Background: an optimization exercise with open tools, aiming at small area, a short achievable clock period and few clock cycles. Do not read the settings as production practice.
At most, simulation tests tie the RTL to the original design; equivalence was not proved.
Function not checked in runs 1 and 3: the RTL went through the layout flow alone.
No activity file was given, so power comes from the tool's default toggle rates.

==> design.v <==
module alu16(CK, reset, start, instruction, inputR1, inputR2, outputR, busy, done);
	input [15:0] inputR1, inputR2;
	input [2:0] instruction;
	input CK, reset, start;
	output [15:0] outputR;
	output reg busy;
	output reg done;
	reg [15:0] ra, rb, rc;
	reg        st_alu, st_mul, st_pre, st_div;
	reg        sub, osel;
	reg [3:0]  cnt;
	reg        triv;
	wire go = start & ~busy;
	function [3:0] msb;
		input [15:0] v;
		integer i;
		begin
			msb = 4'd0;
			for (i = 0; i < 16; i = i + 1)
				if (v[i]) msb = i;
		end
	endfunction
	function [3:0] nib;
		input [15:0] v;
		begin
			nib[3] = |v[15:12];
			nib[2] = |v[15:8];
			nib[1] = |v[15:4];
			nib[0] = |v;
		end
	endfunction
	wire        m   = ~st_mul | rb[0];
	wire [15:0] Q   = sub ? ~rb : (ra & {16{m}});
	wire        cin = sub | st_pre;
	wire [17:0] S2  = {1'b0, rc, 1'b1} + {1'b0, Q, cin};
	wire [15:0] S   = S2[16:1];
	wire        ge  = S2[17];
	wire [3:0]  pa = msb(inputR1);
	wire [3:0]  pb = msb(inputR2);
	wire        zb = (rb == 16'd0);
	wire [3:0]  na = nib(inputR1);
	wire [3:0]  nb = nib(inputR2);
	wire        sw = ~na[2] | nb[2];          
	wire [15:0] mc = sw ? inputR2 : inputR1;  
	wire [15:0] mp = sw ? inputR1 : inputR2;  
	wire        mul1 = (mp[15:1] == 15'd0);   
	wire        dv0  = ((nb & ~na) != 4'd0);  
	wire        fast = ((instruction == 3'b010) & mul1) | (((instruction == 3'b011) | (instruction == 3'b100)) & dv0);
	reg [15:0] negA;
	integer j;
	always @(*) begin
		negA[0] = inputR1[0];
		for (j = 1; j < 16; j = j + 1)
			negA[j] = inputR1[j] ^ (|(inputR1 & ((16'd1 << j) - 16'd1)));
	end
	assign outputR = osel ? ra : rc;
	always @(posedge CK) begin
		if (reset) begin
			busy   <= 1'b0;
			done   <= 1'b0;
			st_alu <= 1'b0;
			st_mul <= 1'b0;
			st_pre <= 1'b0;
			st_div <= 1'b0;
		end
		else begin
			done <= 1'b0;
			if (go) begin
				sub  <= 1'b0;
				osel <= (instruction == 3'b100);
				case (instruction)
					3'b000: begin ra <= inputR1; rc <= inputR2; end
					3'b001: rc <= negA;
					3'b010: begin
						ra <= {mc[14:0], 1'b0};
						rb <= {1'b0, mp[15:1]};
						rc <= mc & {16{mp[0]}};
					end
					3'b011, 3'b100: begin
						ra   <= 16'd0;
						rb   <= inputR2;
						rc   <= inputR1;
						cnt  <= pa - pb;
						triv <= (pa < pb);
					end
					3'b101: rc <= inputR1 & inputR2;
					3'b110: rc <= inputR1 | inputR2;
					default: rc <= 16'd0;
				endcase
				st_alu <= (instruction == 3'b000);
				st_mul <= (instruction == 3'b010) & ~mul1;
				st_pre <= ((instruction == 3'b011) | (instruction == 3'b100)) & ~dv0;
				busy   <= ((instruction[2:1] == 2'b01) | (instruction == 3'b000) | (instruction == 3'b100)) & ~fast;
				done   <= ((instruction[2] == 1'b1) & (instruction != 3'b100)) | (instruction == 3'b001) | fast;
			end
			else if (st_alu) begin
				rc     <= S;
				st_alu <= 1'b0;
				busy   <= 1'b0;
				done   <= 1'b1;
			end
			else if (st_mul) begin
				rc <= S;
				ra <= ra << 1;
				rb <= rb >> 1;
				if (rb[15:1] == 15'd0) begin
					st_mul <= 1'b0;
					busy   <= 1'b0;
					done   <= 1'b1;
				end
			end
			else if (st_pre) begin
				st_pre <= 1'b0;
				if (zb) begin
					rc   <= S;
					ra   <= 16'hffff;
					busy <= 1'b0;
					done <= 1'b1;
				end
				else if (triv) begin
					busy <= 1'b0;
					done <= 1'b1;
				end
				else begin
					rb     <= rb << cnt;
					sub    <= 1'b1;
					st_div <= 1'b1;
				end
			end
			else if (st_div) begin
				if (ge) rc <= S;
				ra  <= {ra[14:0], ge};
				rb  <= rb >> 1;
				cnt <= cnt - 4'd1;
				if (cnt == 4'd0) begin
					st_div <= 1'b0;
					busy   <= 1'b0;
					done   <= 1'b1;
				end
			end
		end
	end
endmodule
==> flow/run.sh <==
#!/bin/bash
# Standard layout, with the port buffers built from a regular buffer cell
# instead of the delay cell the resizer picks by default.
export BUFFER_PORTS_ARGS="-buffer_cell sky130_fd_sc_hd__buf_4"
bash standard.sh > standard.log 2>&1
==> standard.sh <==
#!/bin/bash
# synth_recipe.tcl (not shown) runs the flow's synth.tcl, then flattens the netlist and writes it again
# the make line also repeats each setting of config.mk as NAME=value (left out here)
make -C /OpenROAD-flow-scripts/flow DESIGN_CONFIG=/design/flow/config.mk WORK_HOME=/design/flow/orfs CLKGATE_MAP_FILE= SYNTH_SCRIPT=/design/flow/synth_recipe.tcl "${@:-finish}"
==> config.mk <==
export PLATFORM = sky130hd
export DESIGN_NAME = alu16
export DESIGN_NICKNAME = alu16
export VERILOG_FILES = /design/flow/design.v
export SDC_FILE = /design/flow/constraint.sdc
export NUM_CORES = 4
export LEC_CHECK = 0
export CAP_MARGIN = 20
export CORE_MARGIN = 2
export CORE_UTILIZATION = 40
export SETUP_SLACK_MARGIN = 4.1
export SLEW_MARGIN = 20
==> constraint.sdc <==
create_clock -name core_clock -period 7.5 [get_ports {CK}]
set_input_delay 1.5000 -clock core_clock [delete_from_list [all_inputs] [get_ports {CK}]]
set_output_delay 1.5000 -clock core_clock [all_outputs]
set_load 0.01 [all_outputs]
==> flow_summary.toml, run 1 <==
[power]
vdd_drop_max_mv = 0.0942
p_leak_nw = 3.05
power_mw = 1.32
power_density_mw_per_mm2 = 165

[placed_design]
place.gp.congestion = 0.955
dp_worst_setup_slack_ps = 3000
io_buffers = 55
dp_hpwl_um = 17300

[route]
first_iter_violations = 841
postRouteAntennaNets = 0
viasPerCell = 6.32
wl_per_cell_um = 21.7
routed_wl_um = 24200
vias = 7067
drtPass1Iterations = 5
drc_errors = 0

[logic_synthesis]
synth_cell_type_count = 74
ys_top_cells_by_area = "edfxtp_1 25%, a21oi_1 7.5%, nand2_1 5.5%, o21ai_0 5.3%, ha_1 5.0%"
post-synth-top-count-cell = "a21oi_1"
synth-seq-cells = 61
synth_ff_type = "edfxtp_1"
synth_xor_xnor_area_share = 0.0256
ys_warn_count = 1
synthSimpleGateAreaFrac = 0.188
synth_area_leader_cell = "edfxtp_1"
async_flop_share = 0
yosysSeqAreaShare = 0.273
synthesis.area_mm2 = 0.00650
synth_top_cells_by_count = "98 x a21oi_1, 96 x nand2_1, 71 x nor2_1, 69 x o21ai_0, 55 x edfxtp_1"
synth_edf_count = 55
synth_fp_nets = 913
syn_avg_cell_area_um2 = 7.67
netlist_instances = 847
synth_top_family_by_area = "compound AO/OA/AOI/OAI gates"
synth_top_area_share = 0.254
muxShareOfSynthArea = 0.0706
synth_compound_gate_area_share = 0.315
synth_fa_ha_area_frac = 0.0562

[global_routing]
grt_pass1_vias = 6244
gr-total-overflow = 0
grt_pass1_wl_um = 37300
grt_use_total = 0.274
antenna_found_initial = 0
grt_start_max_net_pins = 47

[cts]
cts_made_buffers = 9
h-tree-depth = 3
clk_path_buf_depth = 2
cts_tree = "done"
ctsHoldBuffers = 0
clock-root-buffer = "clkbuf_16"
cts.clk_slew.worst_paths_ps = 50
cts.sinks = 61
clk_latency_ps = 330

[sta]
fin_skew_ps = 6.52
fin_ws_ps = 4060
setup_viol = 0
fmax_mhz = 291
relSlewSlack = 0.341
drv_slew = 0
finalHoldViolCount = 0
period_minus_slack_ps = 3440
hold_ws_ps = 525
rsz0062_at_grt = "true"
tightest_slew_ps = 985
finalCritPeriodShare = 0.459
fin_setup_tns_ps = 0

[critical_path]
start_kind = "input pin"
cp_data_required_time_ps = 7570
r2r_slack_ps = 4090
arrival_ps = 3510
crit_fanout = 5
end_kind = "flip-flop"
critical_path_class = "in -> reg"

[floorplan]
std_cell_rows = 46
initial_utilization = 0.409
pin_count = 56
core_area_mm2 = 0.0159
die_h_um = 131
dieArea_mm2 = 0.0173
die_width_um = 131

[worst_hold_path]
hold_class = "reg -> reg"

[run_status]
status = "timing/DRC/antenna clean"

[final_layout]
area_growth_pct = 22.8
insertedDiodeCount = 0
drive_gt1_frac = 0.242
nNetsFinal = 963

[run]
drv_cap = 0
## power breakdown
group	internal [mW]	total (mW)	switching (mW)
sequential	0.413	0.444	0.0315
combinational	0.208	0.490	0.282
clock	0.241	0.382	0.142
total	0.861	1.32	0.456
## layout make-up
type / instances / area [um^2]
Multi-Input combinational cell: 676 / 4610
Clock buffer: 14 / 264
Timing Repair inverter: 1 / 5.00
Fill cell: 1581 / 7900
Tap cell: 216 / 270
Inverter: 40 / 165
Clock inverter: 2 / 10.0
Sequential cell: 61 / 1780
Timing Repair Buffer: 108 / 881
## worst max-delay path: stages
cell and delay, ps:
buf_4 150, nor2_4 130, o21ai_0 110, a211oi_2 280
nor3_2 100, o311ai_2 270, ha_1 280, a21o_1 190
a21oi_2 120, xor2_1 280, o21ai_1 100
## what timing repair did
action	CTS	global route
gates cloned	3	0
resized for setup	57	31
setup buffers	25	19
pin swaps	32	27
setup endpoints to repair	105	66
## flip-flops by register name (all words and copies together), names as in the netlist
| signal | cells |
|---|---|
| cnt | 4 |
| st_alu | 1 |
| triv | 1 |
| busy | 1 |
| rc | 16 |
| done | 1 |
| rb | 16 |
| sub | 1 |
| ra | 16 |
| st_div | 1 |
| osel | 1 |
| st_pre | 1 |
| st_mul | 1 |
## cell families after synthesis
group,after synthesis
multiplexers,41
XOR/XNOR,19
buffers and inverters,111
adder cells (fa/ha/maj),28
AO/OA/AOI/OAI,324
flip-flops,61
AND/OR/NAND/NOR,263
## through the flow
| step | utilization | instance area, um^2 | cells |
|---|---|---|---|
| 3_5_place_dp | 0.441 | 7000 | 1055 |
| 5_1_grt | 0.503 | 7990 | 1118 |
| 3_3_place_gp | 0.441 | 7000 | 1055 |
| 2_1_floorplan | - | 6580 | 847 |
| 4_1_cts | 0.486 | 7720 | 1099 |
| 6_report | 0.503 | 7990 | 1118 |
## layer usage
metal / vias up / part of all wire / track usage
met3: 47 / 0.096 / 0.0374
met2: 413 / 0.44 / 0.408
met1: 3326 / 0.45 / 0.416
met5: - / 0 / 0
met4: 0 / 0.019 / 0.0688
li1: 3281 / - / -
## placed cells by master, fill, tap and decap left out, types with 4 or more instances in the layout
cell type / n
a21oi_1: 85
clkinvlp_4: 4
o21ai_0: 59
buf_4: 96
buf_6: 8
nand2_1: 93
o22ai_1: 33
nor4_1: 5
nor3_2: 5
o21bai_1: 5
nand2b_1: 8
a221oi_1: 17
nor2b_1: 8
nand4_1: 4
mux2_2: 19
a22oi_1: 9
a21oi_2: 12
o21ai_1: 7
nor2_1: 68
xor2_1: 8
inv_1: 33
edfxtp_1: 55
nor3_1: 22
o31ai_1: 11
o211ai_1: 11
nand3_1: 13
dfxtp_1: 5
mux2i_1: 20
xnor2_1: 10
clkbuf_16: 9
a211oi_1: 11
a21o_1: 13
o21ai_2: 6
ha_1: 24
## worst paths after layout
kind,start,to,depth (start not counted)
worst max register to register,sub,rc[10],14
worst min register to register,st_div,st_div,2
worst min-delay path,st_div,st_div,2
worst max-delay path,inputR1[5],cnt[3],11
==> run 2: changes to the inputs <==
--- a/design.v
+++ b/design.v
@@ -48,9 +48,2 @@
 	wire        fast = ((instruction == 3'b010) & mul1) | (((instruction == 3'b011) | (instruction == 3'b100)) & dv0);
-	reg [15:0] negA;
-	integer j;
-	always @(*) begin
-		negA[0] = inputR1[0];
-		for (j = 1; j < 16; j = j + 1)
-			negA[j] = inputR1[j] ^ (|(inputR1 & ((16'd1 << j) - 16'd1)));
-	end
 	assign outputR = osel ? ra : rc;
@@ -68,3 +61,3 @@
 			if (go) begin
-				sub  <= 1'b0;
+				sub  <= (instruction == 3'b001);
 				osel <= (instruction == 3'b100);
@@ -72,3 +65,3 @@
 					3'b000: begin ra <= inputR1; rc <= inputR2; end
-					3'b001: rc <= negA;
+					3'b001: begin rb <= inputR1; rc <= 16'd0; end
 					3'b010: begin
@@ -89,7 +82,7 @@
 				endcase
-				st_alu <= (instruction == 3'b000);
+				st_alu <= (instruction == 3'b000) | (instruction == 3'b001);
 				st_mul <= (instruction == 3'b010) & ~mul1;
 				st_pre <= ((instruction == 3'b011) | (instruction == 3'b100)) & ~dv0;
-				busy   <= ((instruction[2:1] == 2'b01) | (instruction == 3'b000) | (instruction == 3'b100)) & ~fast;
-				done   <= ((instruction[2] == 1'b1) & (instruction != 3'b100)) | (instruction == 3'b001) | fast;
+				busy   <= ((instruction[2] == 1'b0) | (instruction == 3'b100)) & ~fast;
+				done   <= ((instruction[2] == 1'b1) & (instruction != 3'b100)) | fast;
 			end
==> flow/run.sh (replaced) <==
#!/bin/bash
# Standard layout, with the port buffers built from the smallest regular
# buffer (the resizer sizes them up where timing needs it) instead of the
# delay cell the resizer picks by default.
export BUFFER_PORTS_ARGS="-buffer_cell sky130_fd_sc_hd__buf_1"
bash standard.sh > standard.log 2>&1
--- a/config.mk
+++ b/config.mk
@@ -10,2 +10,5 @@
 export CORE_UTILIZATION = 40
+export CTS_BUF_LIST = sky130_fd_sc_hd__clkbuf_8
+export CTS_CLUSTER_DIAMETER = 100
+export CTS_CLUSTER_SIZE = 40
 export SETUP_SLACK_MARGIN = 4.1
==> flow_summary.toml, run 2 <==
[route]
postRouteAntennaNets = 0
first_iter_violations = 914
drtPass1Iterations = 5
drc_errors = 0
maxUsedRoutingLayer = "met4"
wl_met3_um = 2820
routed_wl_um = 23800
wl_met1_um = 9950
vias = 6728
wl_met2_um = 10300
viasPerCell = 6.60
wl_per_cell_um = 23.3

[critical_path]
startpoint = "inputR2[9]"
path_cells = "buf_12 > or4_4 > a211oi_4 > mux2_4 > and2b_2 > a21oi_2 > nor2_1 > a31o_1"
reg2reg_depth = 12
slowest_delay_ps = 570
r2r_start = "st_mul"
end_kind = "flip-flop"
arrival_ps = 3510
slowest_stage = "or4_4"
critical_path_class = "in -> reg"
reg2reg_to = "rc[12]"
crit_fanout = 7
r2r_slack_ps = 4240
cp_data_required_time_ps = 7620
start_kind = "input pin"

[logic_synthesis]
ys_warn_count = 1
synth_ff_type = "edfxtp_1"
post-synth-top-count-cell = "a21oi_1"
yosysSeqAreaShare = 0.284
syn_avg_cell_area_um2 = 8.03
synth_edf_count = 55
netlist_instances = 778
synth_cell_type_count = 71
synth_fp_nets = 840
synthesis.area_mm2 = 0.00625
synth_top_cells_by_count = "96 x a21oi_1, 77 x nand2_1, 70 x nor2_1, 68 x o21ai_0, 58 x clkbuf_1"
ys_top_cells_by_area = "edfxtp_1 26%, a21oi_1 7.7%, a221oi_1 6.2%, o21ai_0 5.4%, nand2_1 4.6%"
synth_top_area_share = 0.264
synth-seq-cells = 61
synth_area_leader_cell = "edfxtp_1"
async_flop_share = 0

[final_layout]
nNetsFinal = 867
drive_gt1_frac = 0.185
layout_common_cells = "94 x a21oi_1, 76 x nand2_1, 65 x nor2_1"
mostFrequentLayoutCell = "a21oi_1"
area_growth_pct = 14.2
reg.largest.list = "ra: 16 flops, rb: 16 flops, rc: 16 flops"
insertedDiodeCount = 0
fillers = 1493

[power]
power_density_mw_per_mm2 = 161
p_leak_nw = 2.57
vdd_drop_max_mv = 0.0972

[worst_hold_path]
hold_end = "st_div"
holdPathStages = 2
hold_class = "reg -> reg"
holdCritStartpoint = "st_div"

[placed_design]
dp_worst_setup_slack_ps = 2970
io_buffers = 55
place.gp.congestion = 0.951
dp_hpwl_um = 16700

[sta]
finalCritPeriodShare = 0.453
finalHoldViolCount = 0
setup_viol = 0
fmax_mhz = 295
relSlewSlack = 0.300
drv_slew = 0
fin_skew_ps = 14.9
rsz0062_at_grt = "true"
fin_setup_tns_ps = 0
fin_ws_ps = 4110
tightest_slew_ps = 1020
period_minus_slack_ps = 3390

[global_routing]
grt_start_max_net_pins = 38
grt_pass1_wl_um = 36200
gr-total-overflow = 0
grt_use_total = 0.286
grt_pass1_vias = 6091
antenna_found_initial = 0

[cts]
ctsHoldBuffers = 0
cts_tree = "done"
clk_path_buf_depth = 2
cts.sinks = 61
clock-root-buffer = "clkbuf_8"
clk_latency_ps = 370
cts_made_buffers = 9
h-tree-depth = 3
cts.clk_slew.worst_paths_ps = 70

[floorplan]
pin_count = 56
dieArea_mm2 = 0.0166
core_area_mm2 = 0.0153
die_h_um = 129
die_width_um = 129
std_cell_rows = 45
initial_utilization = 0.409

[run_status]
status = "timing/DRC/antenna clean"

[run]
drv_cap = 0
-- run 2: power by group --
part | internal (mW) | total (mW) | switching [mW]
registers | 0.412 | 0.447 | 0.0342
logic | 0.173 | 0.439 | 0.266
clock network | 0.117 | 0.266 | 0.149
-- run 2: kinds of logic after synthesis --
logic type               count (synthesis)  synth area share
AO/OA/AOI/OAI                          296             0.309
buffers and inverters                  104            0.0693
adder cells (fa/ha/maj)                 24            0.0505
XOR/XNOR                                13            0.0182
AND/OR/NAND/NOR                        233             0.173
flip-flops                              61             0.284
multiplexers                            47            0.0964
-- run 2: layer usage --
metal	GRT usage	vias to the layer above
met2	0.430	471
met5	0	-
met3	0.0640	57
met1	0.412	3202
met4	0.0876	0
li1	-	2998
-- run 2: stage by stage --
stage	cell area [um^2]	util	std cells	hold slack [ps]	total power, mW
detailed placement	6530	0.428	979	540	0.849
global route	7130	0.467	1020	587	1.20
CTS	6950	0.456	1013	553	1.13
finish	7130	0.467	1020	554	1.15
floorplan	6350	-	778	498	0.731
global placement	6530	0.428	979	525	0.844
-- run 2: what timing repair did --
item                                    CTS  global route
setup buffers                            17             7
pin swaps                                19            15
gates resized for setup                  34            48
endpoints found under the setup margin   89            58
gates cloned                              2             0
-- run 2: final cells by class --
class	count	area, um^2	share of cell area
clock buffer	9	124	0.0174
clock inverter	6	41.3	0.00579
inverter	31	116	0.0163
multi-input combinational	615	4250	0.595
sequential	61	1770	0.248
tap	211	264	0.0370
timing repair buffer	87	568	0.0797
-- run 2: worst max-delay path by stage --
stage	endpoint	slack [ps]	cells after the start
global placement	rb[14]	3060	7
CTS	rb[0]	4050	8
global route	cnt[2]	4020	14
finish	rc[12]	4110	8
floorplan	rc[12]	3900	9
detailed placement	rb[15]	2970	7
-- run 2: worst max-delay path, delay by kind of cell --
kind / cells / cell delay, ps
AND/OR/NAND/NOR: 3 / 890
AO/OA/AOI/OAI: 3 / 680
buffers and inverters: 1 / 100
multiplexers: 1 / 340
Testbench counts of run 2, summed over its fixed seeds: cycles 21,521.
==> run 3: changes to the inputs <==
--- a/design.v
+++ b/design.v
@@ -42,5 +42,4 @@
 	wire [3:0]  nb = nib(inputR2);
-	wire        sw = ~na[2] | nb[2];          
-	wire [15:0] mc = sw ? inputR2 : inputR1;  
-	wire [15:0] mp = sw ? inputR1 : inputR2;  
+	wire [15:0] mc = inputR1;                 
+	wire [15:0] mp = inputR2;                 
 	wire        mul1 = (mp[15:1] == 15'd0);   
==> flow_summary.toml, run 3 <==
[floorplan]
std_cell_rows = 44
die_h_um = 125
initial_utilization = 0.407
pin_count = 56
dieArea_mm2 = 0.0157
core_area_mm2 = 0.0145
die_width_um = 125

[sta]
fin_setup_tns_ps = 0
fin_skew_ps = 12.6
relSlewSlack = 0.418
fmax_mhz = 302
finalCritPeriodShare = 0.442
drv_slew = 0
setup_viol = 0
period_minus_slack_ps = 3320
finalHoldViolCount = 0
rsz0062_at_grt = "false"
tightest_slew_ps = 873

[logic_synthesis]
yosysSeqAreaShare = 0.301
netlist_instances = 732
synth_cell_type_count = 74
synth_edf_count = 55
synth_top_cells_by_count = "87 x a21oi_1, 81 x nand2_1, 60 x nor2_1, 55 x edfxtp_1, 48 x o21ai_0"
synth_top_area_share = 0.280
async_flop_share = 0
ys_top_cells_by_area = "edfxtp_1 28%, a21oi_1 7.4%, mux2i_1 5.6%, nand2_1 5.2%, ha_1 4.7%"
synthesis.area_mm2 = 0.00589
synth-seq-cells = 61
ys_warn_count = 1
synth_fp_nets = 794
post-synth-top-count-cell = "a21oi_1"
synth_area_leader_cell = "edfxtp_1"
syn_avg_cell_area_um2 = 8.05
synth_ff_type = "edfxtp_1"

[global_routing]
gr-total-overflow = 0
busiest_layer = "met2"
grt_pass1_wl_um = 34300
use_met1 = 0.389
grt_start_max_net_pins = 56
grt_pass1_vias = 5968
grt_use_met2 = 0.433
antenna_found_initial = 0
met3_usage = 0.0578
grt_use_total = 0.281

[final_layout]
insertedDiodeCount = 0
nNetsFinal = 823
mostFrequentLayoutCell = "a21oi_1"
layout_common_cells = "84 x a21oi_1, 81 x nand2_1, 58 x nor2_1"
area_growth_pct = 12.3
drive_gt1_frac = 0.149
reg.largest.list = "ra: 16 flops, rb: 16 flops, rc: 16 flops"
layout.cells.non_filler = 950

[critical_path]
start_kind = "input pin"
crit_fanout = 8
end_kind = "flip-flop"
slowest_stage = "ha_1"
arrival_ps = 3420
slowest_delay_ps = 320
critical_path_class = "in -> reg"
cp_data_required_time_ps = 7600
cp_top_family = "compound AO/OA/AOI/OAI gates"
path_cells = "buf_2 > nor2_1 > a211oi_1 > nor3_1 > nor3_1 > nor3_2 > ha_1 > a21o_1 > a21oi_2 > xor2_1 > a21oi_1"
path_buf_inv = 1
crit_path_frequent_cell = "nor3_1"

[power]
vdd_drop_max_mv = 0.0867
p_leak_nw = 2.41
power_density_mw_per_mm2 = 169

[route]
wl_per_cell_um = 23.4
first_iter_violations = 827
drc_errors = 0
postRouteAntennaNets = 0
vias = 6259
drtPass1Iterations = 8
routed_wl_um = 22300
viasPerCell = 6.59

[cts]
cts.clk_slew.worst_paths_ps = 60
clk_latency_ps = 370
cts_tree = "done"
cts_made_buffers = 9
clk_path_buf_depth = 2
cts.sinks = 61
h-tree-depth = 3
clock-root-buffer = "clkbuf_8"

[run]
drv_cap = 0

[worst_hold_path]
hold_class = "reg -> reg"

[placed_design]
place.gp.congestion = 0.992
dp_hpwl_um = 15900
io_buffers = 55
dpl.cell_count = 919

[run_status]
status = "timing/DRC/antenna clean"
## run 3: area by class of cell
class	count	area [um^2]
sequential	61	1770
inverter	23	90.1
tap	184	230
timing repair buffer	77	462
clock inverter	7	26.3
multi-input combinational	589	3920
fill	1468	7860
clock buffer	9	124
## run 3: per-layer routing
layer | vias to the layer above | wire length (um)
li1 | 2811 | -
met1 | 3036 | 9610
met2 | 355 | 9770
met3 | 57 | 2110
met4 | 0 | 775
met5 | - | 0
## run 3: worst paths after layout
check                           startpoint     end  slack, ps  cells after the start
worst max-delay path            inputR2[7]  cnt[3]       4180                     11
worst min-delay path                  busy    busy        570                      2
worst max register to register       rb[0]   rc[4]       4230                     13
worst min register to register        busy    busy        570                      2
## run 3: timing repair
action                                  CTS  global route
endpoints found under the setup margin   58            35
buffers inserted                          5            10
gates resized for setup                  21            37
hold buffers                              0             0
pin swaps                                 3            19
## run 3: where the power goes
group          internal, mW  switching [mW]
Combinational         0.163           0.260
Sequential            0.412          0.0306
Clock                 0.112           0.142
Total                 0.686           0.433
## run 3: worst reg2reg max path, cell delays in order (launching register included)
cell	delay [ps]
edfxtp_1	430
inv_1	130
a21oi_1	80
buf_4	220
nand2_1	100
o21ai_0	100
ha_2	450
nand2_1	70
o21ai_0	390
a2111oi_2	120
a21boi_4	280
nand3_2	170
a31oi_4	240
buf_12	200
## run 3: cells by family (layout without fill, tap and decap cells)
logic type | after synthesis | count (layout) | synth area share
xor+xnor | 13 | 13 | 0.0193
simple gates | 255 | 255 | 0.208
fa+ha+maj | 24 | 24 | 0.0535
mux | 52 | 52 | 0.0942
compound gates | 245 | 245 | 0.265
buf+inv | 82 | 116 | 0.0594
flops | 61 | 61 | 0.301
## run 3: per-stage QoR
stage / power, mW / cell area, um^2 / util / hold WS, ps / setup WS [ps]
after global placement: 0.819 / 6150 / 0.425 / 557 / 3350
after CTS: 1.09 / 6420 / 0.443 / 574 / 4110
final: 1.12 / 6620 / 0.457 / 573 / 4180
after detailed placement: 0.829 / 6170 / 0.426 / 564 / 3240
after floorplan: 0.712 / 5920 / - / 523 / 4100
after global routing: 1.17 / 6620 / 0.457 / 599 / 4090
==> run 4: changes to the inputs <==
--- a/design.v
+++ b/design.v
@@ -31,4 +31,5 @@
 	endfunction
-	wire        m   = ~st_mul | rb[0];
-	wire [15:0] Q   = sub ? ~rb : (ra & {16{m}});
+	wire [15:0] mq  = (~st_mul | rb[0]) ? ra : (rb[1] ? {ra[14:0], 1'b0} : 16'd0);
+	wire [15:0] Q   = sub ? ~rb : mq;
+	wire        m1  = (rb[1:0] == 2'b11);     
 	wire        cin = sub | st_pre;
@@ -42,5 +43,4 @@
 	wire [3:0]  nb = nib(inputR2);
-	wire [15:0] mc = inputR1;                 
-	wire [15:0] mp = inputR2;                 
-	wire        mul1 = (mp[15:1] == 15'd0);   
+	wire        t1   = (inputR2[1:0] == 2'b11);   
+	wire        mul1 = t1 ? (inputR2[15:1] == 15'd0) : (inputR2[15:2] == 14'd0);  
 	wire        dv0  = ((nb & ~na) != 4'd0);  
@@ -66,5 +66,5 @@
 					3'b010: begin
-						ra <= {mc[14:0], 1'b0};
-						rb <= {1'b0, mp[15:1]};
-						rc <= mc & {16{mp[0]}};
+						ra <= t1 ? {inputR1[14:0], 1'b0} : {inputR1[13:0], 2'b00};
+						rb <= t1 ? {1'b0, inputR2[15:1]} : {2'b00, inputR2[15:2]};
+						rc <= inputR2[0] ? inputR1 : (inputR2[1] ? {inputR1[14:0], 1'b0} : 16'd0);
 					end
@@ -95,5 +95,5 @@
 				rc <= S;
-				ra <= ra << 1;
-				rb <= rb >> 1;
-				if (rb[15:1] == 15'd0) begin
+				ra <= m1 ? {ra[14:0], 1'b0} : {ra[13:0], 2'b00};
+				rb <= m1 ? {1'b0, rb[15:1]} : {2'b00, rb[15:2]};
+				if (m1 ? (rb[15:1] == 15'd0) : (rb[15:2] == 14'd0)) begin
 					st_mul <= 1'b0;
==> flow_summary.toml, run 4 <==
[final_layout]
reg.largest.list = "ra: 16 flops, rb: 16 flops, rc: 16 flops"
mostFrequentLayoutCell = "a21oi_1"
fin_util = 0.451
layout_common_cells = "106 x a21oi_1, 84 x nand2_1, 61 x nor2_1"
area_growth_pct = 10.6
insertedDiodeCount = 0
drive_gt1_frac = 0.154
nNetsFinal = 888

[placed_design]
io_buffers = 55
place.gp.congestion = 1.00
dp_hpwl_um = 18000

[floorplan]
dieArea_mm2 = 0.0172
core_area_mm2 = 0.0158
die_h_um = 131
std_cell_rows = 46
pin_count = 56
die_width_um = 131
initial_utilization = 0.408

[cts]
h-tree-depth = 3
ctsHoldBuffers = 0
cts_made_buffers = 9
cts_tree = "done"
clk_path_buf_depth = 2
cts.clk_slew.worst_paths_ps = 70
clock-root-buffer = "clkbuf_8"
cts.sinks = 61
clk_latency_ps = 380

[run_status]
status = "timing/DRC/antenna clean"

[route]
drc_errors = 0
postRouteAntennaNets = 0
routed_wl_um = 25100
viasPerCell = 6.66
vias = 6975
first_iter_violations = 1196
wl_per_cell_um = 24.0
drtPass1Iterations = 8

[global_routing]
grt_pass1_wl_um = 38100
grt_pass1_vias = 6194
use_met1 = 0.425
antenna_found_initial = 3
grt_use_met2 = 0.445
grt_use_total = 0.297
grt_start_max_net_pins = 55
met3_usage = 0.0550
busiest_layer = "met2"
gr-total-overflow = 0

[logic_synthesis]
synth_area_leader_cell = "edfxtp_1"
synth_cell_type_count = 68
synthesis.area_mm2 = 0.00645
ys_warn_count = 1
synth_fp_nets = 870
synth_edf_count = 55
synth_ff_type = "edfxtp_1"
syn_avg_cell_area_um2 = 7.99
async_flop_share = 0
ys_top_cells_by_area = "edfxtp_1 26%, a21oi_1 8.5%, mux2_2 5.9%, nand2_1 4.9%, ha_1 4.3%"
post-synth-top-count-cell = "a21oi_1"
synth_top_area_share = 0.256
synth-seq-cells = 61
synth_top_cells_by_count = "110 x a21oi_1, 84 x nand2_1, 62 x nor2_1, 55 x edfxtp_1, 46 x clkbuf_1"
netlist_instances = 808
yosysSeqAreaShare = 0.274

[sta]
setup_viol = 0
fmax_mhz = 303
finalCritPeriodShare = 0.440
fin_skew_ps = 16.8
tightest_slew_ps = 894
fin_setup_tns_ps = 0
relSlewSlack = 0.403
drv_slew = 0
finalHoldViolCount = 0
period_minus_slack_ps = 3300
rsz0062_at_grt = "true"

[power]
power_density_mw_per_mm2 = 165
vdd_drop_max_mv = 0.0824
power_mw = 1.18
p_leak_nw = 2.51

[run]
drv_cap = 0

[critical_path]
critical_path_class = "reg -> out"
arrival_ps = 1800
crit_fanout = 17
r2r_start = "rb[0]"
cp_data_required_time_ps = 6000
end_kind = "output pin"
r2r_slack_ps = 4240
startpoint = "osel"
reg2reg_to = "rc[13]"
crit_path_end = "outputR[2]"
reg2reg_depth = 12
start_kind = "flip-flop"

[worst_hold_path]
holdPathStages = 2
hold_class = "reg -> reg"
## run 4: changes by cell type in the layout (fill, tap and decap cells not counted), sizes merged, moves of 8 or more
cell / previous run / this run
mux2: 18 / 40
a21oi: 89 / 111
nor3: 37 / 13
a22oi: 10 / 29
nor2b: 13 / 5
mux2i: 33 / 21
o22ai: 2 / 22
a222oi: 4 / 12
a221oi: 2 / 14
a211oi: 9 / 20
## run 4: cells by family after synthesis
family | after synthesis | synth area share
AO/OA/AOI/OAI | 321 | 0.319
XOR/XNOR | 16 | 0.0217
adder cells (fa/ha/maj) | 24 | 0.0488
buffers and inverters | 91 | 0.0634
flip-flops | 61 | 0.274
multiplexers | 61 | 0.102
AND/OR/NAND/NOR | 234 | 0.170
## run 4: area by class of cell
type                       count  area (um^2)
inverter                      21         78.8
clock buffer                   9          124
multi-input combinational    656         4420
fill                        1594         8690
sequential                    61         1770
timing repair buffer          77          440
clock inverter                 7         35.0
tap                          216          270
## run 4: report_power, final
group	internal, mW	switching, mW	total [mW]
clock	0.115	0.153	0.268
combinational	0.174	0.286	0.460
sequential	0.413	0.0371	0.450
## run 4: what timing repair did
item / CTS / global route
resized for setup: 19 / 32
endpoints found under the setup margin: 68 / 36
pin swaps: 1 / 9
buffers inserted: 3 / 9
## run 4: critical path, cell delays in order (launching register included)
cell      delay [ps]
edfxtp_1         870
mux2_2           430
buf_1            130
## run 4: layer usage
layer | routed length (um) | part of all wire
met5 | 13 | 0.00052
met4 | 898 | 0.036
met3 | 2760 | 0.11
met2 | 10800 | 0.43
met1 | 10600 | 0.42
## run 4: stage by stage
step	setup WS (ps)	hold slack, ps	instance area, um^2	cells
after floorplan	4030	512	6480	808
after global placement	3300	543	6700	1018
after detailed placement	3410	535	6710	1019
after CTS	4110	548	6960	1038
after global routing	4090	583	7140	1047
final	4200	548	7140	1047
## run 4: how the worst min path moves through the flow
stage	slack, ps	endpoint	start
2_1_floorplan	510	st_div	st_div
3_3_place_gp	540	busy	busy
3_5_place_dp	530	busy	busy
4_1_cts	550	busy	busy
5_1_grt	580	busy	busy
6_report	550	busy	busy
Testbench counts of run 4, summed over its fixed seeds: cycles 20,712.
==> run 5: changes to the inputs <==
--- a/config.mk
+++ b/config.mk
@@ -13,2 +13,3 @@
 export CTS_CLUSTER_SIZE = 40
+export PLACE_DENSITY = 0.8
 export SETUP_SLACK_MARGIN = 4.1
==> flow_summary.toml, run 5 <==
[run_status]
status = "timing/DRC/antenna clean"

[cts]
clk_latency_ps = 360
cts_tree = "done"
cts.sinks = 61
clock-root-buffer = "clkbuf_8"
clk_path_buf_depth = 2
cts_made_buffers = 9
cts.clk_slew.worst_paths_ps = 70
ctsHoldBuffers = 0
h-tree-depth = 3

[logic_synthesis]
synth_top_area_share = 0.256
synth_fp_nets = 870
yosysSeqAreaShare = 0.274
synthesis.area_mm2 = 0.00645
synth-seq-cells = 61
ys_warn_count = 1
netlist_instances = 808
post-synth-top-count-cell = "a21oi_1"
synth_top_cells_by_count = "110 x a21oi_1, 84 x nand2_1, 62 x nor2_1, 55 x edfxtp_1, 46 x clkbuf_1"
ys_top_cells_by_area = "edfxtp_1 26%, a21oi_1 8.5%, mux2_2 5.9%, nand2_1 4.9%, ha_1 4.3%"
synth_edf_count = 55
synth_cell_type_count = 68
async_flop_share = 0
synth_ff_type = "edfxtp_1"
syn_avg_cell_area_um2 = 7.99
synth_area_leader_cell = "edfxtp_1"

[floorplan]
pin_count = 56
std_cell_rows = 46
die_h_um = 131
dieArea_mm2 = 0.0172
core_area_mm2 = 0.0158
die_width_um = 131
initial_utilization = 0.408

[global_routing]
grt_pass1_wl_um = 35300
gr-total-overflow = 0
grt_use_total = 0.268
antenna_found_initial = 0
grt_pass1_vias = 6271
grt_start_max_net_pins = 55

[critical_path]
critical_path_class = "in -> reg"
end_kind = "flip-flop"
start_kind = "input pin"
cp_data_required_time_ps = 7610
crit_fanout = 46
arrival_ps = 3450

[route]
wl_per_cell_um = 21.6
drc_errors = 0
viasPerCell = 6.71
first_iter_violations = 1036
vias = 7043
postRouteAntennaNets = 0
routed_wl_um = 22700
drtPass1Iterations = 9

[sta]
tightest_slew_ps = 967
period_minus_slack_ps = 3340
fin_skew_ps = 17.2
drv_slew = 0
relSlewSlack = 0.339
rsz0062_at_grt = "true"
setup_viol = 0
fmax_mhz = 300
finalHoldViolCount = 0
finalCritPeriodShare = 0.445
hold_ws_ps = 563
fin_setup_tns_ps = 0

[final_layout]
reg.largest.list = "ra: 16 flops, rb: 16 flops, rc: 16 flops"
mostFrequentLayoutCell = "a21oi_1"
area_growth_pct = 11.5
layout_common_cells = "104 x a21oi_1, 83 x nand2_1, 58 x nor2_1"
multi_input_area_mm2 = 0.00440
insertedDiodeCount = 0
fillers = 1504
regArea_mm2 = 0.00177
drive_gt1_frac = 0.158
nNetsFinal = 891

[worst_hold_path]
hold_class = "reg -> reg"

[power]
power_density_mw_per_mm2 = 166
vdd_drop_max_mv = 0.0755
p_leak_nw = 2.52

[run]
drv_cap = 0

[placed_design]
io_buffers = 55
place.gp.congestion = 1.08
dp_hpwl_um = 16200
-- run 5: changes by cell type in the layout (fill, tap and decap cells not counted), sizes merged --
| cell | before | now |
|---|---|---|
| buf | 67 | 75 |
| nand2b | 7 | 8 |
| inv | 23 | 20 |
| clkinv | 4 | 3 |
| bufinv | 0 | 1 |
| clkinvlp | 1 | 3 |
| clkbuf | 19 | 14 |
-- run 5: per-layer routing --
layer / wire, um / track usage / vias up
met4: 1360 / 0.143 / 0
met5: 0 / 0 / -
met1: 8670 / 0.364 / 3162
met2: 9670 / 0.409 / 591
li1: - / - / 3163
met3: 2970 / 0.0436 / 127
-- run 5: layout make-up --
class | count | share of cell area
multi-input cells | 657 | 0.612
flip-flops and latches | 61 | 0.246
repair buffers | 79 | 0.0637
well taps | 216 | 0.0376
clock buffers | 10 | 0.0191
inverters | 21 | 0.0127
clock inverters | 6 | 0.00870
-- run 5: worst paths after layout --
path	from	endpoint	slack, ps	depth (start not counted)
worst max-delay path	start	rc[2]	4160	8
worst min-delay path	busy	busy	560	2
worst max register to register	st_mul	rc[2]	4230	11
worst min register to register	busy	busy	560	2
-- run 5: cell families (layout without fill, tap and decap cells) --
| family | count (synthesis) | count (layout) | share of synthesized area |
|---|---|---|---|
| AOI/OAI and AO/OA | 321 | 321 | 0.319 |
| xor gates and xnor gates | 16 | 16 | 0.0217 |
| adders and majority gates | 24 | 24 | 0.0488 |
| buffers and inverters | 91 | 116 | 0.0634 |
| DFF | 61 | 61 | 0.274 |
| muxes | 61 | 61 | 0.102 |
| and+or+nand+nor | 234 | 235 | 0.170 |
-- run 5: per-stage QoR --
step                cells  instance area, um^2   util  total power [mW]  worst slack [ps]
detailed placement   1015                 6680  0.422             0.861              3260
global route         1050                 7190  0.455              1.25              4070
floorplan             808                 6480      -             0.746              4030
CTS                  1038                 6990  0.441              1.17              4110
global placement     1014                 6670  0.421             0.857              3370
finish               1050                 7190  0.455              1.20              4160
-- run 5: where the power goes --
group          switching, mW  total, mW  internal [mW]
registers             0.0358      0.449          0.413
clock network          0.141      0.302          0.161
logic                  0.274      0.446          0.173
-- run 5: worst max-delay path, stage by stage --
cell	delay [ps]
buf_1	90
nor2b_4	120
buf_4	290
nor4_1	460
inv_1	220
a2111oi_1	490
nor2_2	60
buf_4	200
-- run 5: repair_timing --
action	CTS	global route
cloned	1	0
hold endpoints to repair	0	0
setup endpoints to repair	63	39
gates resized for setup	20	41
buffers inserted	6	12
pin swaps	2	12
==> run 6: changes to the inputs <==
--- a/config.mk
+++ b/config.mk
@@ -13,3 +13,3 @@
 export CTS_CLUSTER_SIZE = 40
-export PLACE_DENSITY = 0.8
+export GPL_ROUTABILITY_DRIVEN = 0
 export SETUP_SLACK_MARGIN = 4.1
==> flow_summary.toml, run 6 <==
[logic_synthesis]
synthesis.area_mm2 = 0.00645
synth_compound_gate_area_share = 0.319
muxShareOfSynthArea = 0.102
synth-seq-cells = 61
yosysSeqAreaShare = 0.274
synth_top_cells_by_count = "110 x a21oi_1, 84 x nand2_1, 62 x nor2_1, 55 x edfxtp_1, 46 x clkbuf_1"
synth_xor_xnor_area_share = 0.0217
async_flop_share = 0
ys_warn_count = 1
synth_edf_count = 55
synth_top_family_by_area = "compound AO/OA/AOI/OAI gates"
synth_top_area_share = 0.256
synth_fp_nets = 870
netlist_instances = 808
synth_cell_type_count = 68
synthSimpleGateAreaFrac = 0.170
ys_top_cells_by_area = "edfxtp_1 26%, a21oi_1 8.5%, mux2_2 5.9%, nand2_1 4.9%, ha_1 4.3%"
syn_avg_cell_area_um2 = 7.99
synth_ff_type = "edfxtp_1"
synth_fa_ha_area_frac = 0.0488
post-synth-top-count-cell = "a21oi_1"
synth_area_leader_cell = "edfxtp_1"

[final_layout]
layout_common_cells = "105 x a21oi_1, 84 x nand2_1, 60 x nor2_1"
insertedDiodeCount = 0
area_growth_pct = 10.3
fin_area_mm2 = 0.00712
layout.cells.non_filler = 1044
nNetsFinal = 885
fillers = 1627
regArea_mm2 = 0.00177
multi_input_area_mm2 = 0.00439
mostFrequentLayoutCell = "a21oi_1"
reg.largest.list = "ra: 16 flops, rb: 16 flops, rc: 16 flops"
drive_gt1_frac = 0.147

[critical_path]
cp_data_required_time_ps = 7610
critical_path_class = "in -> reg"
slowest_stage = "fa_2"
crit_fanout = 7
slowest_delay_ps = 390
arrival_ps = 3430
start_kind = "input pin"
end_kind = "flip-flop"
path_cells = "clkbuf_2 > inv_1 > a21oi_1 > o21bai_1 > a21oi_1 > o31a_1 > o31ai_2 > ha_2 > inv_1 > fa_2 > xor2_1 > nand2_1 > o21ai_1"

[placed_design]
io_buffers = 55
placed_cell_area_mm2 = 0.00671
dp_hpwl_um = 17500
dpl.cell_count = 1019
dp_worst_setup_slack_ps = 3210

[power]
p_leak_nw = 2.51
power_density_mw_per_mm2 = 173
vdd_drop_max_mv = 0.0937

[run_status]
status = "timing/DRC/antenna clean"

[global_routing]
grt_pass1_vias = 6070
grt_pass1_wl_um = 36900
grt_use_total = 0.287
antenna_found_initial = 0
gr-total-overflow = 0
grt_start_max_net_pins = 55

[sta]
finalCritPeriodShare = 0.442
fmax_mhz = 302
rsz0062_at_grt = "false"
fin_ws_ps = 4190
period_minus_slack_ps = 3310
fin_setup_tns_ps = 0
fin_skew_ps = 7.86
drv_slew = 0
hold_ws_ps = 544
setup_viol = 0
tightest_slew_ps = 1140
relSlewSlack = 0.220
finalHoldViolCount = 0

[cts]
cts_tree = "done"
h-tree-depth = 3
clock-root-buffer = "clkbuf_8"
cts.sinks = 61
cts_made_buffers = 9
cts.clk_slew.worst_paths_ps = 80
clk_latency_ps = 370
clk_path_buf_depth = 2

[route]
drtPass1Iterations = 10
wl_per_cell_um = 23.4
routed_wl_um = 24400
postRouteAntennaNets = 0
drc_errors = 0
first_iter_violations = 1037
viasPerCell = 6.58
vias = 6871

[floorplan]
pin_count = 56
die_width_um = 131
dieArea_mm2 = 0.0172
initial_utilization = 0.408
core_area_mm2 = 0.0158
die_h_um = 131
std_cell_rows = 46

[run]
drv_cap = 0

[worst_hold_path]
hold_class = "reg -> reg"
-- run 6: cell count changes in the layout (fill, tap and decap cells not counted), sizes merged --
cell      before  now
inv           20   21
bufinv         1    2
clkinvlp       3    1
clkbuf        14   20
buf           75   63
-- run 6: stage by stage --
stage / total power, mW / utilization
2_1_floorplan: 0.746 / -
3_3_place_gp: 0.871 / 0.424
3_5_place_dp: 0.869 / 0.424
4_1_cts: 1.22 / 0.442
5_1_grt: 1.29 / 0.450
6_report: 1.23 / 0.450
-- run 6: kinds of logic after synthesis --
group	Yosys count
AO/OA/AOI/OAI	321
AND/OR/NAND/NOR	234
buffers and inverters	91
multiplexers	61
flip-flops	61
adder cells (fa/ha/maj)	24
XOR/XNOR	16
-- run 6: repair_timing --
| action | CTS | global route |
|---|---|---|
| hold buffers | 0 | 0 |
| cloned | 1 | 1 |
| gates resized for setup | 18 | 27 |
| setup endpoints to repair | 49 | 30 |
| pin swaps | 2 | 10 |
| setup buffers | 3 | 4 |
-- run 6: power breakdown --
part | total [mW] | leakage, nW | switching (mW) | internal, mW
logic | 0.439 | 1.84 | 0.271 | 0.168
clock network | 0.345 | 0.112 | 0.150 | 0.195
registers | 0.451 | 0.561 | 0.0374 | 0.413
-- run 6: area by class of cell --
cell class | instances | area share
well taps | 216 | 0.0379
clock inverters | 6 | 0.0121
flip-flops and latches | 61 | 0.249
multi-input cells | 657 | 0.616
clock buffers | 10 | 0.0193
inverters | 21 | 0.0111
repair buffers | 73 | 0.0548
-- run 6: per-layer routing --
layer | vias up | global-route usage | wire length, um
met5 | - | 0 | 0
met4 | 0 | 0.120 | 914
met3 | 58 | 0.0448 | 2590
met2 | 458 | 0.430 | 10600
met1 | 3214 | 0.413 | 10300
li1 | 3141 | - | -
-- run 6: critical path: cells and delay by family --
| kind | cells | cell delay (ps) |
|---|---|---|
| compound gates | 6 | 790 |
| fa+ha+maj | 2 | 580 |
| buf+inv | 3 | 330 |
| xor+xnor | 1 | 150 |
| simple gates | 1 | 60 |
-- run 6: final timing paths --
path	startpoint	endpoint	slack, ps	depth (start not counted)
max	inputR2[2]	cnt[2]	4190	13
min	busy	busy	540	2
max reg2reg	rb[1]	rc[1]	4260	12
min reg2reg	busy	busy	540	2
==> run 7: changes to the inputs <==
--- a/config.mk
+++ b/config.mk
@@ -10,6 +10,2 @@
 export CORE_UTILIZATION = 40
-export CTS_BUF_LIST = sky130_fd_sc_hd__clkbuf_8
-export CTS_CLUSTER_DIAMETER = 100
-export CTS_CLUSTER_SIZE = 40
-export GPL_ROUTABILITY_DRIVEN = 0
 export SETUP_SLACK_MARGIN = 4.1
==> flow_summary.toml, run 7 <==
[global_routing]
busiest_layer = "met2"
met3_usage = 0.0619
grt_use_met2 = 0.443
grt_use_total = 0.298
grt_start_max_net_pins = 55
antenna_found_initial = 3
grt_pass1_wl_um = 38100
grt_pass1_vias = 6176
use_met1 = 0.422
gr-total-overflow = 0

[logic_synthesis]
synth_fp_nets = 870
synth_area_leader_cell = "edfxtp_1"
netlist_instances = 808
synth-seq-cells = 61
synth_top_cells_by_count = "110 x a21oi_1, 84 x nand2_1, 62 x nor2_1, 55 x edfxtp_1, 46 x clkbuf_1"
post-synth-top-count-cell = "a21oi_1"
synth_edf_count = 55
ys_warn_count = 1
ys_top_cells_by_area = "edfxtp_1 26%, a21oi_1 8.5%, mux2_2 5.9%, nand2_1 4.9%, ha_1 4.3%"
synth_top_area_share = 0.256
yosysSeqAreaShare = 0.274
syn_avg_cell_area_um2 = 7.99
synthesis.area_mm2 = 0.00645
async_flop_share = 0
synth_ff_type = "edfxtp_1"
synth_cell_type_count = 68

[route]
drtPass1Iterations = 9
routed_wl_um = 25200
drc_errors = 0
vias = 7012
first_iter_violations = 1241
postRouteAntennaNets = 0
wl_per_cell_um = 24.0
viasPerCell = 6.68

[cts]
clock-root-buffer = "clkbuf_16"
cts.clk_slew.worst_paths_ps = 60
cts_made_buffers = 9
ctsHoldBuffers = 0
cts.sinks = 61
clk_path_buf_depth = 2
clk_latency_ps = 350
cts_tree = "done"
h-tree-depth = 3

[run]
drv_cap = 0

[placed_design]
io_buffers = 55
dp_worst_setup_slack_ps = 3410
dp_hpwl_um = 18000
place.gp.congestion = 1.00

[critical_path]
arrival_ps = 3570
cp_data_required_time_ps = 7740
start_kind = "input pin"
critical_path_class = "in -> reg"
crit_fanout = 7
end_kind = "flip-flop"

[final_layout]
drive_gt1_frac = 0.158
layout_common_cells = "106 x a21oi_1, 84 x nand2_1, 60 x nor2_1"
fillers = 1570
mostFrequentLayoutCell = "a21oi_1"
area_growth_pct = 12.5
reg.largest.list = "ra: 16 flops, rb: 16 flops, rc: 16 flops"
insertedDiodeCount = 0
fin_util = 0.459
nNetsFinal = 891

[sta]
period_minus_slack_ps = 3340
fmax_mhz = 300
relSlewSlack = 0.342
finalHoldViolCount = 0
fin_ws_ps = 4160
drv_slew = 0
finalCritPeriodShare = 0.445
setup_viol = 0
fin_skew_ps = 10.8
tightest_slew_ps = 984
fin_setup_tns_ps = 0
rsz0062_at_grt = "false"

[run_status]
status = "timing/DRC/antenna clean"

[floorplan]
pin_count = 56
core_area_mm2 = 0.0158
dieArea_mm2 = 0.0172
std_cell_rows = 46
die_h_um = 131
die_width_um = 131
initial_utilization = 0.408

[worst_hold_path]
hold_class = "reg -> reg"

[power]
power_density_mw_per_mm2 = 178
p_leak_nw = 2.56
vdd_drop_max_mv = 0.110
-- run 7: cell counts after synthesis --
No cell type changed its count.
-- run 7: routing by layer --
metal  up-vias  wire length, um
met1      3256            10400
met4         2             1050
met2       510            10800
met5         -               13
li1       3163                -
met3        81             2950
-- run 7: stage by stage --
stage	power [mW]	area, um^2	hold slack (ps)	instances
after floorplan	0.746	6480	512	808
after global placement	0.875	6700	543	1018
after detailed placement	0.874	6710	535	1019
after CTS	1.26	7060	546	1038
after global routing	1.35	7260	580	1050
final	1.29	7260	551	1050
-- run 7: worst paths after layout --
path	startpoint	endpoint	slack [ps]	depth (start not counted)
setup / recovery	inputR2[14]	done	4160	7
hold / removal	busy	busy	550	2
setup reg to reg	rb[0]	rc[13]	4250	12
hold reg to reg	busy	busy	550	2
-- run 7: critical path, cell delays in order --
cell and delay (ps):
buf_1 260, or4_4 660, nor4b_4 390, a21oi_2 90, a211oi_2 220, o2111ai_1 220
and2_1 230
-- run 7: power breakdown --
| part | internal [mW] | total [mW] | switching, mW |
|---|---|---|---|
| clock | 0.221 | 0.382 | 0.160 |
| combinational | 0.174 | 0.461 | 0.287 |
| sequential | 0.414 | 0.451 | 0.0376 |
| total | 0.809 | 1.29 | 0.485 |
-- run 7: what timing repair did --
item | in CTS | in global routing
cloned | 0 | 1
gates resized for setup | 20 | 44
setup buffers | 3 | 11
pin swaps | 1 | 16
endpoints found under the setup margin | 82 | 37
-- run 7: final cells by class --
| class | instances | area, um^2 | share of cell area |
|---|---|---|---|
| Clock buffer | 11 | 233 | 0.0320 |
| Clock inverter | 5 | 27.5 | 0.00379 |
| Inverter | 21 | 78.8 | 0.0109 |
| Multi-Input combinational cell | 656 | 4430 | 0.609 |
| Sequential cell | 61 | 1770 | 0.244 |
| Tap cell | 216 | 270 | 0.0372 |
| Timing Repair Buffer | 80 | 455 | 0.0627 |
-- run 7: cell families after synthesis --
kind of cell / after synthesis / synth area share
buffers and inverters: 91 / 0.0634
muxes: 61 / 0.102
DFF: 61 / 0.274
AOI/OAI and AO/OA: 321 / 0.319
adders and majority gates: 24 / 0.0488
xor gates and xnor gates: 16 / 0.0217
and+or+nand+nor: 234 / 0.170
==> run 8: changes to the inputs <==
--- a/config.mk
+++ b/config.mk
@@ -10,2 +10,5 @@
 export CORE_UTILIZATION = 40
+export CTS_BUF_LIST = sky130_fd_sc_hd__clkbuf_8
+export CTS_CLUSTER_DIAMETER = 200
+export CTS_CLUSTER_SIZE = 80
 export SETUP_SLACK_MARGIN = 4.1
==> flow_summary.toml, run 8 <==
[sta]
relSlewSlack = 0.403
tightest_slew_ps = 894
rsz0062_at_grt = "true"
period_minus_slack_ps = 3300
finalCritPeriodShare = 0.440
drv_slew = 0
setup_viol = 0
finalHoldViolCount = 0
fmax_mhz = 303
fin_skew_ps = 16.8
fin_setup_tns_ps = 0

[cts]
cts_tree = "done"
h-tree-depth = 3
cts_made_buffers = 9
clock-root-buffer = "clkbuf_8"
clk_latency_ps = 380
ctsHoldBuffers = 0
cts.clk_slew.worst_paths_ps = 70
clk_path_buf_depth = 2
cts.sinks = 61

[global_routing]
gr-total-overflow = 0
grt_pass1_wl_um = 38100
antenna_found_initial = 3
grt_pass1_vias = 6194
grt_start_max_net_pins = 55
grt_use_total = 0.297

[worst_hold_path]
holdPathStages = 2
holdCritStartpoint = "busy"
hold_class = "reg -> reg"
hold_end = "busy"

[route]
drtPass1Iterations = 8
viasPerCell = 6.66
wl_per_cell_um = 24.0
drc_errors = 0
first_iter_violations = 1196
routed_wl_um = 25100
vias = 6975
postRouteAntennaNets = 0

[logic_synthesis]
async_flop_share = 0
synth_edf_count = 55
yosysSeqAreaShare = 0.274
post-synth-top-count-cell = "a21oi_1"
synth-seq-cells = 61
synth_area_leader_cell = "edfxtp_1"
ys_top_cells_by_area = "edfxtp_1 26%, a21oi_1 8.5%, mux2_2 5.9%, nand2_1 4.9%, ha_1 4.3%"
synth_ff_type = "edfxtp_1"
synth_fp_nets = 870
synth_cell_type_count = 68
syn_avg_cell_area_um2 = 7.99
netlist_instances = 808
synthesis.area_mm2 = 0.00645
ys_warn_count = 1
synth_top_area_share = 0.256
synth_top_cells_by_count = "110 x a21oi_1, 84 x nand2_1, 62 x nor2_1, 55 x edfxtp_1, 46 x clkbuf_1"

[placed_design]
dp_hpwl_um = 18000
io_buffers = 55
dpl.cell_count = 1019
placed_cell_area_mm2 = 0.00671
place.gp.congestion = 1.00

[critical_path]
crit_fanout = 17
reg2reg_to = "rc[13]"
start_kind = "flip-flop"
end_kind = "output pin"
startpoint = "osel"
cp_data_required_time_ps = 6000
critical_path_class = "reg -> out"
arrival_ps = 1800
r2r_start = "rb[0]"
r2r_slack_ps = 4240
reg2reg_depth = 12

[floorplan]
core_area_mm2 = 0.0158
pin_count = 56
die_width_um = 131
die_h_um = 131
std_cell_rows = 46
initial_utilization = 0.408
dieArea_mm2 = 0.0172

[final_layout]
fillers = 1594
insertedDiodeCount = 0
layout.cells.non_filler = 1047
nNetsFinal = 888
fin_util = 0.451
mostFrequentLayoutCell = "a21oi_1"
layout_common_cells = "106 x a21oi_1, 84 x nand2_1, 61 x nor2_1"
drive_gt1_frac = 0.154
reg.largest.list = "ra: 16 flops, rb: 16 flops, rc: 16 flops"
fin_area_mm2 = 0.00714
area_growth_pct = 10.6

[power]
vdd_drop_max_mv = 0.0824
power_density_mw_per_mm2 = 165
p_leak_nw = 2.51

[run]
drv_cap = 0

[run_status]
status = "timing/DRC/antenna clean"
run 8: cell types whose count changed in the layout (fill, tap and decap cells not counted), moves of 2 or more:
cell and delta:
buf_4 -6, clkbuf_8 +10, clkbuf_2 +3, clkbuf_1 -2, clkbuf_16 -9, inv_1 +2
run 8: layout make-up:
class	count	area [um^2]	share of cell area
multi-input cells	656	4420	0.619
flip-flops and latches	61	1770	0.248
repair buffers	77	440	0.0617
well taps	216	270	0.0379
clock buffers	9	124	0.0174
inverters	21	78.8	0.0110
clock inverters	7	35.0	0.00491
run 8: metrics by stage:
step                hold slack [ps]  setup WS [ps]  total power, mW
finish                          548           4200             1.18
global route                    583           4090             1.23
CTS                             548           4110             1.14
detailed placement              535           3410            0.874
global placement                543           3300            0.875
floorplan                       512           4030            0.746
run 8: critical path, cell delays in order (launching register included):
cell	delay (ps)
edfxtp_1	870
mux2_2	430
buf_1	130
run 8: report_power, final:
group          total [mW]  switching [mW]  internal (mW)
logic               0.460           0.286          0.174
registers           0.450          0.0371          0.413
clock network       0.268           0.153          0.115
run 8: layer usage:
layer,wire length [um],vias up,track usage
met5,13,-,0
met1,10600,3286,0.425
li1,-,3152,-
met4,898,2,0.116
met3,2760,71,0.0550
met2,10800,464,0.445
run 8: how the worst max path moves through the flow:
stage	endpoint	slack, ps	cells after the start
6_report	outputR[2]	4200	2
2_1_floorplan	cnt[3]	4030	12
3_5_place_dp	cnt[2]	3410	6
5_1_grt	rc[5]	4090	7
4_1_cts	rc[13]	4110	8
3_3_place_gp	rb[8]	3300	7
run 8: repair_timing:
item | CTS | global route
buffers inserted | 3 | 9
setup endpoints to repair | 68 | 36
cloned | 0 | 0
pin swaps | 1 | 9
resized for setup | 19 | 32
endpoints found under the hold margin | 0 | 0
run 8: logic make-up (layout without fill, tap and decap cells):
kind of cell	Yosys count	after routing	share of synthesized area
buffers and inverters	91	114	0.0634
DFF	61	61	0.274
xor gates and xnor gates	16	16	0.0217
and+or+nand+nor	234	234	0.170
adders and majority gates	24	24	0.0488
muxes	61	61	0.102
AOI/OAI and AO/OA	321	321	0.319
==> run 9: changes to the inputs <==
--- a/config.mk
+++ b/config.mk
@@ -11,5 +11,3 @@
 export CTS_BUF_LIST = sky130_fd_sc_hd__clkbuf_8
-export CTS_CLUSTER_DIAMETER = 200
-export CTS_CLUSTER_SIZE = 80
-export SETUP_SLACK_MARGIN = 4.1
+export SETUP_SLACK_MARGIN = 4.2
 export SLEW_MARGIN = 20
==> flow_summary.toml, run 9 <==
[run_status]
status = "timing/DRC/antenna clean"

[sta]
tightest_slew_ps = 1130
fin_setup_tns_ps = 0
period_minus_slack_ps = 3250
fmax_mhz = 307
finalCritPeriodShare = 0.434
relSlewSlack = 0.246
fin_skew_ps = 10.9
rsz0062_at_grt = "true"
setup_viol = 0
drv_slew = 0
finalHoldViolCount = 0

[route]
drc_errors = 0
vias = 7034
wl_per_cell_um = 23.4
viasPerCell = 6.65
drtPass1Iterations = 6
postRouteAntennaNets = 0
first_iter_violations = 1001
routed_wl_um = 24700

[logic_synthesis]
synth_edf_count = 55
syn_avg_cell_area_um2 = 7.99
synth-seq-cells = 61
synth_area_leader_cell = "edfxtp_1"
netlist_instances = 808
synthesis.area_mm2 = 0.00645
synth_fp_nets = 870
async_flop_share = 0
synth_ff_type = "edfxtp_1"
synth_cell_type_count = 68
post-synth-top-count-cell = "a21oi_1"
synth_top_cells_by_count = "110 x a21oi_1, 84 x nand2_1, 62 x nor2_1, 55 x edfxtp_1, 46 x clkbuf_1"
ys_top_cells_by_area = "edfxtp_1 26%, a21oi_1 8.5%, mux2_2 5.9%, nand2_1 4.9%, ha_1 4.3%"
yosysSeqAreaShare = 0.274
ys_warn_count = 1
synth_top_area_share = 0.256

[final_layout]
drive_gt1_frac = 0.170
layout_common_cells = "102 x a21oi_1, 84 x nand2_1, 60 x nor2_1"
regArea_mm2 = 0.00178
fin_util = 0.462
insertedDiodeCount = 0
area_growth_pct = 13.3
reg.largest.list = "ra: 16 flops, rb: 16 flops, rc: 16 flops"
multi_input_area_mm2 = 0.00445
fillers = 1586
mostFrequentLayoutCell = "a21oi_1"
nNetsFinal = 898

[critical_path]
critical_path_class = "in -> reg"
crit_fanout = 8
end_kind = "flip-flop"
cp_data_required_time_ps = 7610
arrival_ps = 3370
start_kind = "input pin"
r2r_slack_ps = 4330

[floorplan]
pin_count = 56
core_area_mm2 = 0.0158
std_cell_rows = 46
die_width_um = 131
initial_utilization = 0.408
dieArea_mm2 = 0.0172
die_h_um = 131

[placed_design]
dp_hpwl_um = 17500
io_buffers = 55
place.gp.congestion = 0.968

[cts]
clk_latency_ps = 380
cts_tree = "done"
cts.clk_slew.worst_paths_ps = 80
cts_made_buffers = 9
ctsHoldBuffers = 0
clk_path_buf_depth = 2
h-tree-depth = 3
clock-root-buffer = "clkbuf_8"
cts.sinks = 61

[power]
power_mw = 1.22
vdd_drop_max_mv = 0.0755
p_leak_nw = 2.59
power_density_mw_per_mm2 = 166

[global_routing]
antenna_found_initial = 0
grt_start_max_net_pins = 55
grt_pass1_vias = 6125
grt_pass1_wl_um = 36800
grt_use_total = 0.288
gr-total-overflow = 0

[run]
drv_cap = 0

[worst_hold_path]
hold_class = "reg -> reg"
## run 9: cell count changes in the layout (fill, tap and decap cells not counted), sizes merged
cell | before | now
bufinv | 0 | 1
inv | 23 | 22
buf | 67 | 83
clkbuf | 19 | 13
## run 9: routing by layer
layer / vias up / share of wire / wire length (um) / GRT usage
met5: - / 0 / 0 / 0
met4: 0 / 0.034 / 847 / 0.116
met3: 56 / 0.12 / 2970 / 0.0651
met2: 502 / 0.44 / 10800 / 0.429
met1: 3304 / 0.41 / 10200 / 0.403
li1: 3172 / - / - / -
## run 9: final timing paths
check	endpoint	start	cells after the start
worst max register to register	rc[6]	rb[0]	13
worst min-delay path	busy	busy	2
worst max-delay path	cnt[2]	inputR1[1]	12
worst min register to register	busy	busy	2
## run 9: worst max-delay path, cell delays in order
cell and delay [ps]:
buf_2 160, a21oi_1 160, o21bai_1 80, a21oi_1 160, o31ai_2 90, a221oi_2 330
ha_2 230, inv_2 40, fa_2 340, xor2_1 150, nand2_1 60, o21ai_1 60
## run 9: logic make-up after synthesis
kind of cell / Yosys count / synth area share
muxes: 61 / 0.102
AOI/OAI and AO/OA: 321 / 0.319
adders and majority gates: 24 / 0.0488
and+or+nand+nor: 234 / 0.170
DFF: 61 / 0.274
xor gates and xnor gates: 16 / 0.0217
buffers and inverters: 91 / 0.0634
## run 9: through the flow
stage	cells	cell area [um^2]	setup WS (ps)	hold WS (ps)
after detailed placement	1018	6700	3370	546
after global routing	1057	7310	4170	593
after global placement	1018	6700	3350	549
after CTS	1039	7040	4210	558
final	1057	7310	4250	557
after floorplan	808	6490	4030	512
## run 9: area by class of cell
type,instances,area share
multi-input combinational,656,0.608
sequential,61,0.243
timing repair buffer,87,0.0754
tap,216,0.0369
clock buffer,9,0.0169
inverter,21,0.0115
clock inverter,7,0.00804
## run 9: power breakdown
| part | leakage (nW) | internal, mW | switching [mW] |
|---|---|---|---|
| logic | 1.93 | 0.180 | 0.290 |
| clock network | 0.0990 | 0.149 | 0.151 |
| registers | 0.561 | 0.413 | 0.0341 |
| total | 2.59 | 0.742 | 0.476 |
## run 9: repair_timing
action	in CTS	in global routing
gates cloned	0	1
resized for setup	31	45
pin swaps	5	18
setup buffers	5	17
setup endpoints to repair	93	59
hold endpoints to repair	0	0

[port drivers added, routing unchanged]
No port has a modelled driver above. Below, the same layouts with a new extraction and two added sets of constraints.
Step 1 sets driving cells, clkbuf_16 on the clock port and buf_2 on the other inputs (assumed; they add their load-dependent delay and slew).
Step 2 also shifts input and output timing later by t, the mid clock arrival at the registers, as if the neighbouring blocks saw the same clock.
Three values: ideal, step 1, step 2; two values: the first two.
| run | t, ns | setup WS [ns] | worst hold slack (ns) | worst setup path after step 2 |
|---|---|---|---|---|
| run 1 | 0.367 | 4.061 / 4.072 / 3.704 | 0.525 / 0.525 / 0.525 | input to register |
| run 2 | 0.399 | 4.106 / 4.088 / 3.690 | 0.554 / 0.554 / 0.554 | input to register |
| run 3 | 0.404 | 4.183 / 4.198 / 3.793 | 0.573 / 0.573 / 0.573 | input to register |
| run 4 | 0.404 | 4.198 / 4.163 / 3.842 | 0.548 / 0.548 / 0.548 | input to register |
| run 5 | 0.386 | 4.162 / 4.169 / 3.783 | 0.563 / 0.563 / 0.563 | input to register |
| run 6 | 0.403 | 4.185 / 4.166 / 3.796 | 0.544 / 0.544 / 0.544 | input to register |
| run 7 | 0.378 | 4.163 / 4.177 / 3.800 | 0.551 / 0.551 / 0.551 | input to register |
| run 8 | 0.404 | 4.198 / 4.163 / 3.842 | 0.548 / 0.548 / 0.548 | input to register |
| run 9 | 0.404 | 4.246 / 4.241 / 3.837 | 0.557 / 0.557 / 0.557 | input to register |
After both steps setup and hold are still met in every run listed. The setup slack of run 2, which loses most, moves by -0.018 ns with the drivers and by -0.416 ns with both steps.
